This design comes from an exercise in tuning for small area on the open sky130 flow, not from production work.
RTL that was checked went through simulation tests only; none was proved equivalent to the original.
No activity file was given, so power comes from the tool's default toggle rates.

==> inputs of zinc <==
==> flow/design.v <==
`timescale 1ns / 1ps
module MouseHandler(clk,rst,ps2_c_in,ps2_d_in,ps2_c_oe,ps2_d_oe,ps2_d_out,XMouseVGA,YMouseVGA,Botones);
input clk, rst;
input ps2_c_in, ps2_d_in;
output ps2_c_oe, ps2_d_oe, ps2_d_out;
output reg [9:0] XMouseVGA, YMouseVGA;
output reg [2:0] Botones;
reg fb;
reg [2:0] frun;
reg edge_c;
wire fsat = (frun == 3'd0);
wire all1 = fb & fsat;
wire all0 = ~fb & fsat;
wire fall_edge = edge_c & all0;
always @(posedge clk or posedge rst)
	if (rst) begin
		fb <= 1'b0;
		frun <= 3'd0;
		edge_c <= 1'b0;
	end else begin
		fb <= ps2_c_in;
		if (ps2_c_in != fb)
			frun <= 3'b001;
		else
			frun <= {frun[1:0], (~frun[2] & frun[1]) | (frun[2] & ~frun[1] & frun[0])};
		edge_c <= all1 | (edge_c & ~all0);
	end
reg go, s1, s2, s3;
wire tx_idle = ~(s1 | s2 | s3);
assign ps2_c_oe = s1;
assign ps2_d_oe = s2;
reg [3:0] cuenta;
wire trama = (cuenta == 4'd10);
localparam [15:0] LFSR_A = 16'h5d4b;
localparam [15:0] LFSR_B = 16'h5e0f;
localparam [15:0] LFSR_T = 16'hfbd0;
reg [15:0] tmr;
wire hit = (tmr == LFSR_T);
wire done = go & tx_idle;
wire tmr_load = ~go | (s2 & fall_edge & trama);
wire tmr_step = s1 | s3 | (s2 & fall_edge);
wire lfsr_fb = tmr[0] ^ tmr[3] ^ tmr[4] ^ tmr[5];
wire shift_x, shift_y;
wire [15:0] tmr_next = tmr_load ? (go ? LFSR_B : LFSR_A) :
	{done ? ps2_d_in : lfsr_fb, tmr[15:9], done ? ps2_d_in : tmr[8], tmr[7:1]};
always @(posedge clk) begin
	if (tmr_load | tmr_step | shift_x)
		tmr[7:0] <= tmr_next[7:0];
	if (tmr_load | tmr_step | shift_y)
		tmr[15:8] <= tmr_next[15:8];
end
assign ps2_d_out = tmr[0];
wire [7:0] dx = tmr[7:0];
wire [7:0] dy = tmr[15:8];
always @(posedge clk or posedge rst)
	if (rst) begin
		go <= 1'b0;
		s1 <= 1'b0;
		s2 <= 1'b0;
		s3 <= 1'b0;
	end else begin
		go <= 1'b1;
		s1 <= ~go | (s1 & ~hit);
		s2 <= (s1 & hit) | (s2 & ~(fall_edge & trama));
		s3 <= (s2 & fall_edge & trama) | (s3 & ~hit);
	end
localparam R0 = 3'd0, R1 = 3'd1, R2 = 3'd2, R3 = 3'd3, R4 = 3'd4;
reg [2:0] rxs;
wire rx_start = ~ps2_d_in & ps2_c_in & tx_idle;
wire clr_bits = (rxs == R0) & tx_idle;
wire shift = (rxs == R2) & ~trama;
wire rx_done = (rxs == R4);
always @(posedge clk or posedge rst)
	if (rst)
		rxs <= R0;
	else
		case (rxs)
			R0: rxs <= rx_start ? R1 : R0;
			R1: rxs <= fall_edge ? R2 : R1;
			R2: rxs <= R3;
			R3: rxs <= trama ? R4 : R1;
			default: rxs <= R0;
		endcase
always @(posedge clk)
	if (clr_bits)
		cuenta <= 4'd0;
	else
		cuenta <= cuenta ^ {&{cuenta[2:0], fall_edge}, &{cuenta[1:0], fall_edge}, cuenta[0] & fall_edge, fall_edge};
reg [1:0] nbyte;
wire listo = nbyte[1] & ~nbyte[0];
wire slot0 = ~nbyte[1] & ~nbyte[0];
wire slot1 = ~nbyte[1] & nbyte[0];
wire slot2 = nbyte[1] & nbyte[0];
always @(posedge clk or posedge rst)
	if (rst)
		nbyte <= 2'b00;
	else begin
		nbyte[0] <= rx_done ? ~nbyte[1] : nbyte[0];
		nbyte[1] <= nbyte[0] & (rx_done | nbyte[1]);
	end
reg [5:0] st;    
assign shift_x = done & shift & slot1;
assign shift_y = done & shift & slot2;
always @(posedge clk) begin
	if (shift & slot0 & ~cuenta[3] & ~(cuenta[2] & (cuenta[1] | cuenta[0])))
		st[2:0] <= {ps2_d_in, st[2:1]};
	if (shift & slot0 & ~cuenta[3] & cuenta[2] & cuenta[1])
		st[5:4] <= {ps2_d_in, st[5]};
end
wire [9:0] subx = listo ? {{2{st[4]}}, dx} : 10'd0;
wire [9:0] suby = listo ? {{2{st[5]}}, dy} : 10'd0;
reg [9:0] xn, yn;
reg bx, by;
integer i;
always @* begin
	bx = 1'b0; by = 1'b0;
	for (i = 0; i < 10; i = i + 1) begin
		xn[i] = XMouseVGA[i] ^ subx[i] ^ bx;
		bx = (~XMouseVGA[i] & (subx[i] | bx)) | (subx[i] & bx);
		yn[i] = YMouseVGA[i] ^ suby[i] ^ by;
		by = (~YMouseVGA[i] & (suby[i] | by)) | (suby[i] & by);
	end
end
always @(posedge clk or posedge rst)
	if (rst) begin
		XMouseVGA <= 10'b0;
		YMouseVGA <= 10'b0;
	end else begin
		XMouseVGA <= xn;
		YMouseVGA <= yn;
	end
always @(posedge clk or posedge rst)
	if (rst)
		Botones <= 3'b0;
	else if (listo)
		Botones <= st[2:0];
endmodule
==> flow/flow/run.sh <==
#!/bin/bash
# The standard layout with these changes:
#  * after the standard synthesis, the combinational logic is re-mapped by
#    ABC for area (flip-flops, full-adder and tie cells kept as they are), the
#    result is proven equivalent to the standard netlist, and combinational
#    cells are set to their smallest drive strength;
#  * port buffers use the smallest buffer cell (sky130_fd_sc_hd__buf_1);
#  * clock tree built from clkbuf_4 without dummy loads.
set -euo pipefail
export PATH=$PATH:/OpenROAD-flow-scripts/tools/install/yosys/bin
export BUFFER_PORTS_ARGS="-buffer_cell sky130_fd_sc_hd__buf_1"
export CTS_ARGS="-sink_clustering_enable -repair_clock_nets -dont_use_dummy_load -buf_list sky130_fd_sc_hd__clkbuf_4"
R=$PWD/orfs/results/$FLOW_PLATFORM/MouseHandler/base
LIB=$FLOW_HOME/platforms/$FLOW_PLATFORM/lib/sky130_fd_sc_hd__tt_025C_1v80.lib
bash standard.sh $R/1_2_yosys.v > synth_flow.log 2>&1
cp $R/1_2_yosys.v standard_synth.v
bash flow/reabc.sh $R/1_2_yosys.v $LIB > reabc.log 2>&1
python3 flow/downsize.py $R/1_2_yosys.v $LIB > downsize.log 2>&1
bash flow/eqcheck.sh standard_synth.v $R/1_2_yosys.v $LIB > eqcheck.log 2>&1
bash standard.sh finish > standard_flow.log 2>&1
==> flow/flow/downsize.py <==
#!/usr/bin/env python3
"""Replace each combinational cell of the synthesis netlist by the smallest
drive-strength variant of the same function in the library, when that is
smaller. Flip-flops are left as synthesis made them.
Usage: downsize.py NETLIST LIB"""
import re, sys
net, lib = sys.argv[1], sys.argv[2]
txt = open(lib).read()
area = {}
ms = list(re.finditer(r'cell\s*\(\s*"?(sky130_fd_sc_hd__\w+?)"?\s*\)', txt))
for i, m in enumerate(ms):
    end = ms[i + 1].start() if i + 1 < len(ms) else len(txt)
    a = re.search(r'area\s*:\s*([\d.]+)', txt[m.end():end])
    if a:
        area[m.group(1)] = float(a.group(1))
best = {}
for c, a in area.items():
    mm = re.match(r'(sky130_fd_sc_hd__[a-z0-9]+)_(\d+)$', c)
    if mm and 'lpflow' not in c:
        b = mm.group(1)
        if b not in best or a < area[best[b]]:
            best[b] = c
src = open(net).read()
count = {}
def sub(m):
    cell, base = m.group(0), m.group(1)
    kind = base.replace('sky130_fd_sc_hd__', '')
    if re.match(r'(e|s)?df|sedf|dl|clk|conb|tap|fill|decap', kind) or cell not in area:
        return cell
    cand = best.get(base, cell)
    if area[cand] < area[cell]:
        count[cell + ' -> ' + cand] = count.get(cell + ' -> ' + cand, 0) + 1
        return cand
    return cell
src = re.sub(r'\b(sky130_fd_sc_hd__[a-z0-9]+)_(\d+)\b(?=\s+\S+\s*\()', sub, src)
open(net, 'w').write(src)
for k, v in sorted(count.items()):
    print(v, k)
==> flow/flow/eqcheck.sh <==
#!/bin/bash
# Prove that the re-mapped netlist ($2) does what the standard synthesis
# netlist ($1) does, flip-flops paired by instance name. Exits non-zero if not.
set -euo pipefail
LIB=$3
yosys -p "read_liberty -ignore_miss_func $LIB; read_verilog $1; rename $FLOW_TOP gold; read_verilog $2; rename $FLOW_TOP gate; hierarchy -check; flatten gold gate; opt_clean; async2sync; equiv_make gold gate eq; hierarchy -top eq; equiv_simple -seq 2; equiv_induct; equiv_status -assert"
==> flow/flow/reabc.sh <==
#!/bin/bash
# Re-map the combinational logic of the standard synthesis netlist with ABC
# for area. Flip-flops, full-adder cells and tie cells are kept as they are (same
# instances, names and cell types). Three ABC scripts are tried and the
# smallest result is kept. Usage: reabc.sh NETLIST LIB
set -euo pipefail
NET=$1; LIB=$2
DONTUSE=$(grep -o 'cell *( *"\?sky130_fd_sc_hd__\(lpflow\|probe\)[a-z0-9_]*' "$LIB" | sed 's/.*(\s*"\?/-dont_use /' | sort -u | tr '\n' ' ')
KEEP=$(grep -o 'sky130_fd_sc_hd__[a-z0-9_]*' "$NET" | sort -u | grep -E '__(e|s)?df|__sedf|__dl|__fa_|__conb' | tr '\n' ' ')
SCRIPTS=(
  "+strash;dc2;dch,-f;map,-a;strash;dc2;dch,-f;map,-a;topo"
  "+strash;dc2;dch,-f;amap;strash;dc2;dch,-f;amap;topo"
  "+strash;dc2;dch,-f;&get,-n;&nf,-R,1000,-p;&put;topo"
)
best=""; best_area=""
for i in "${!SCRIPTS[@]}"; do
cat > reabc_$i.ys <<EOT
read_liberty -ignore_miss_func $LIB
read_verilog $NET
hierarchy -check -top $FLOW_TOP
blackbox $KEEP
flatten
rename -hide w:*.*
opt -purge
abc -liberty $LIB $DONTUSE -script ${SCRIPTS[$i]}
read_liberty -lib $LIB
hierarchy -top $FLOW_TOP
opt_clean -purge
splitnets
opt_clean -purge
hilomap -singleton -hicell sky130_fd_sc_hd__conb_1 HI -locell sky130_fd_sc_hd__conb_1 LO
insbuf -buf sky130_fd_sc_hd__buf_4 A X
check -assert -mapped
tee -o reabc_stat_$i.txt stat -liberty $LIB
write_verilog -noattr -nohex -nodec -selected $NET.reabc_$i
EOT
  if yosys -s reabc_$i.ys > reabc_$i.log 2>&1; then
    a=$(grep -o "Chip area for module .*: [0-9.]*" reabc_stat_$i.txt | awk '{print $NF}')
    echo "script $i area $a"
    if [[ -z "$best" ]] || awk "BEGIN{exit !($a < $best_area)}"; then best=$i; best_area=$a; fi
  else
    echo "script $i failed"
  fi
done
[[ -n "$best" ]]
echo "kept script $best area $best_area"
mv $NET.reabc_$best $NET
==> flow/standard.sh <==
#!/bin/bash
# synth_recipe.tcl (not shown) runs the flow's synth.tcl, then flattens the netlist and writes it again
# the make line also repeats each setting of config.mk as NAME=value (left out here)
make -C /OpenROAD-flow-scripts/flow DESIGN_CONFIG=/design/flow/config.mk WORK_HOME=/design/flow/orfs CLKGATE_MAP_FILE= SYNTH_SCRIPT=/design/flow/synth_recipe.tcl "${@:-finish}"
==> flow/config.mk <==
export PLATFORM = sky130hd
export DESIGN_NAME = MouseHandler
export DESIGN_NICKNAME = MouseHandler
export VERILOG_FILES = /design/flow/design.v
export SDC_FILE = /design/flow/constraint.sdc
export NUM_CORES = 4
export LEC_CHECK = 0
export CAP_MARGIN = 20
export CORE_MARGIN = 2
export CORE_UTILIZATION = 60
export SLEW_MARGIN = 20
==> flow/constraint.sdc <==
create_clock -name core_clock -period 10.0 [get_ports {clk}]
set_input_delay 2.0000 -clock core_clock [delete_from_list [all_inputs] [get_ports {clk}]]
set_output_delay 2.0000 -clock core_clock [all_outputs]
set_load 0.01 [all_outputs]
==> harbor (differences from zinc) <==
==> flow/design.v, changed modules only <==
module MouseHandler(clk,rst,ps2_c_in,ps2_d_in,ps2_c_oe,ps2_d_oe,ps2_d_out,XMouseVGA,YMouseVGA,Botones);
input clk, rst;
input ps2_c_in, ps2_d_in;
output ps2_c_oe, ps2_d_oe, ps2_d_out;
output [9:0] XMouseVGA, YMouseVGA;
output reg [2:0] Botones;
reg fb;
reg [2:0] frun;
reg edge_c;
wire fsat = (frun == 3'd0);
wire all1 = fb & fsat;
wire all0 = ~fb & fsat;
wire fall_edge = edge_c & all0;
always @(posedge clk or posedge rst)
	if (rst) begin
		fb <= 1'b0;
		frun <= 3'd0;
		edge_c <= 1'b0;
	end else begin
		fb <= ps2_c_in;
		if (ps2_c_in != fb)
			frun <= 3'b001;
		else
			frun <= {frun[1:0], (~frun[2] & frun[1]) | (frun[2] & ~frun[1] & frun[0])};
		edge_c <= all1 | (edge_c & ~all0);
	end
reg go, s1, s2, s3;
wire tx_idle = ~(s1 | s2 | s3);
assign ps2_c_oe = s1;
assign ps2_d_oe = s2;
reg [3:0] cuenta;
wire trama = (cuenta == 4'd10);
localparam [15:0] LFSR_A = 16'h5d4b;
localparam [15:0] LFSR_B = 16'h5e0f;
localparam [15:0] LFSR_T = 16'hfbd0;
reg [15:0] tmr;
wire hit = (tmr == LFSR_T);
wire done = go & tx_idle;
wire tmr_load = ~go | (s2 & fall_edge & trama);
wire tmr_step = s1 | s3 | (s2 & fall_edge);
wire lfsr_fb = tmr[0] ^ tmr[3] ^ tmr[4] ^ tmr[5];
wire shift_x, shift_y;
wire [15:0] tmr_next = tmr_load ? (go ? LFSR_B : LFSR_A) :
	{done ? ps2_d_in : lfsr_fb, tmr[15:9], done ? ps2_d_in : tmr[8], tmr[7:1]};
always @(posedge clk) begin
	if (tmr_load | tmr_step | shift_x)
		tmr[7:0] <= tmr_next[7:0];
	if (tmr_load | tmr_step | shift_y)
		tmr[15:8] <= tmr_next[15:8];
end
assign ps2_d_out = tmr[0];
wire [7:0] dx = tmr[7:0];
wire [7:0] dy = tmr[15:8];
always @(posedge clk or posedge rst)
	if (rst) begin
		go <= 1'b0;
		s1 <= 1'b0;
		s2 <= 1'b0;
		s3 <= 1'b0;
	end else begin
		go <= 1'b1;
		s1 <= ~go | (s1 & ~hit);
		s2 <= (s1 & hit) | (s2 & ~(fall_edge & trama));
		s3 <= (s2 & fall_edge & trama) | (s3 & ~hit);
	end
localparam R0 = 3'd0, R1 = 3'd1, R2 = 3'd2, R3 = 3'd3, R4 = 3'd4;
reg [2:0] rxs;
wire rx_start = ~ps2_d_in & ps2_c_in & tx_idle;
wire clr_bits = (rxs == R0) & tx_idle;
wire shift = (rxs == R2) & ~trama;
wire rx_done = (rxs == R4);
always @(posedge clk or posedge rst)
	if (rst)
		rxs <= R0;
	else
		case (rxs)
			R0: rxs <= rx_start ? R1 : R0;
			R1: rxs <= fall_edge ? R2 : R1;
			R2: rxs <= R3;
			R3: rxs <= trama ? R4 : R1;
			default: rxs <= R0;
		endcase
always @(posedge clk)
	if (clr_bits)
		cuenta <= 4'd0;
	else
		cuenta <= cuenta ^ {&{cuenta[2:0], fall_edge}, &{cuenta[1:0], fall_edge}, cuenta[0] & fall_edge, fall_edge};
reg [1:0] nbyte;
wire listo = nbyte[1] & ~nbyte[0];
wire slot0 = ~nbyte[1] & ~nbyte[0];
wire slot1 = ~nbyte[1] & nbyte[0];
wire slot2 = nbyte[1] & nbyte[0];
always @(posedge clk or posedge rst)
	if (rst)
		nbyte <= 2'b00;
	else begin
		nbyte[0] <= rx_done ? ~nbyte[1] : nbyte[0];
		nbyte[1] <= nbyte[0] & (rx_done | nbyte[1]);
	end
reg [5:0] st;    
assign shift_x = done & shift & slot1;
assign shift_y = done & shift & slot2;
always @(posedge clk) begin
	if (shift & slot0 & ~cuenta[3])
		st <= {ps2_d_in, st[5:1]};
end
reg [9:0] nx, ny;
assign XMouseVGA = ~nx;
assign YMouseVGA = ~ny;
wire [9:0] gdx = {10{listo}} & {{2{st[4]}}, dx};
wire [9:0] gdy = {10{listo}} & {{2{st[5]}}, dy};
reg [9:0] xn, yn;
reg cx, cy;
integer i;
always @* begin
	cx = 1'b0; cy = 1'b0;
	for (i = 0; i < 10; i = i + 1) begin
		xn[i] = nx[i] ^ gdx[i] ^ cx;
		cx = (nx[i] & gdx[i]) | (nx[i] & cx) | (gdx[i] & cx);
		yn[i] = ny[i] ^ gdy[i] ^ cy;
		cy = (ny[i] & gdy[i]) | (ny[i] & cy) | (gdy[i] & cy);
	end
end
always @(posedge clk or posedge rst)
	if (rst) begin
		nx <= 10'h3ff;
		ny <= 10'h3ff;
	end else begin
		nx <= xn;
		ny <= yn;
	end
always @(posedge clk or posedge rst)
	if (rst)
		Botones <= 3'b0;
	else if (listo)
		Botones <= st[2:0];
endmodule
--- a/flow/flow/run.sh
+++ b/flow/flow/run.sh
@@ -3,3 +3,3 @@
 #  * after the standard synthesis, the combinational logic is re-mapped by
-#    ABC for area (flip-flops, full-adder and tie cells kept as they are), the
+#    ABC for area (flip-flops, adder and tie cells kept as they are), the
 #    result is proven equivalent to the standard netlist, and combinational
--- a/flow/flow/reabc.sh
+++ b/flow/flow/reabc.sh
@@ -2,3 +2,3 @@
 # Re-map the combinational logic of the standard synthesis netlist with ABC
-# for area. Flip-flops, full-adder cells and tie cells are kept as they are (same
+# for area. Flip-flops, adder cells and tie cells are kept as they are (same
 # instances, names and cell types). Three ABC scripts are tried and the
@@ -8,3 +8,3 @@
 DONTUSE=$(grep -o 'cell *( *"\?sky130_fd_sc_hd__\(lpflow\|probe\)[a-z0-9_]*' "$LIB" | sed 's/.*(\s*"\?/-dont_use /' | sort -u | tr '\n' ' ')
-KEEP=$(grep -o 'sky130_fd_sc_hd__[a-z0-9_]*' "$NET" | sort -u | grep -E '__(e|s)?df|__sedf|__dl|__fa_|__conb' | tr '\n' ' ')
+KEEP=$(grep -o 'sky130_fd_sc_hd__[a-z0-9_]*' "$NET" | sort -u | grep -E '__(e|s)?df|__sedf|__dl|__fa_|__ha_|__conb' | tr '\n' ' ')
 SCRIPTS=(
==> notes.md <==
	zinc	harbor
GR Layer Usage met2	0.325	0.323
Initial Util	0.632	0.633
Switching share of total power	0.254	0.247
Later-pin clock latency in the skew report	400 ps	390 ps
Post-Route WL	4.63 mm	4.58 mm
Post-synthesis cell count	256	250
Max Freq	0.222 GHz	0.213 GHz
Power dissipated by switching net loads	0.116 mW	0.113 mW
Tmin final	4500 ps	4690 ps
Global-route met1 utilization	0.290	0.265
Multi-input combinational gate total	133	128
Total number of clock tree sinks	62	63
Met3 usage	0.0458	0.0444
Fraction of standard cell area in multi-input logic	0.305	0.296
Flop2flop setup slack	5500 ps	5310 ps
Final-stage net count	317	315
Total area of multi-input combinational cells	930 um^2	907 um^2
Tot GR Track Use	0.213	0.203
Worst reg2reg path endpoint	YMouseVGA[9]$_DFF_PP0_	ny[9]$_DFF_PP1_
Syn_nets	276	274
Transition time of the tightest slew-check pin	762 ps	761 ps
Crit. path cell count	17	18
Status	timing/DRC/antenna clean	timing/DRC/antenna clean
Clock network area share	0.0222	0.0220
Post-route insts no fill	347	341
Arrival time of data at the critical path endpoint	4820 ps	5000 ps
Combinational-cell power consumption	0.0439 mW	0.0417 mW
No functional check of the RTL was part of zinc.

[port drivers added, routing unchanged]
How much do the figures lean on ideal ports? The routed layouts below were timed once more, with nothing changed but the port constraints.
Step 1: set_driving_cell puts a clkbuf_16 on clk and a buf_2 on each other input, an assumption about the parent block.
Step 2 times the ports against the registers' clock, not the clock port: input delays grow and output delays shrink by t, the midpoint of the rising clock arrivals with the driver on.
Three values: ideal ports, drivers, drivers and shift; two values: the first two.
run	t (ns)	setup WS [ns]	hold slack, ns	worst setup path at the end	clock arrival spread, ns
zinc	0.408	5.503 / 5.503 / 5.503	0.473 / 0.473 / 0.473	register to register	0.025 / 0.026
harbor	0.404	5.310 / 5.310 / 5.310	0.465 / 0.465 / 0.465	register to register	0.020 / 0.020
After both steps every run listed still meets setup and hold.
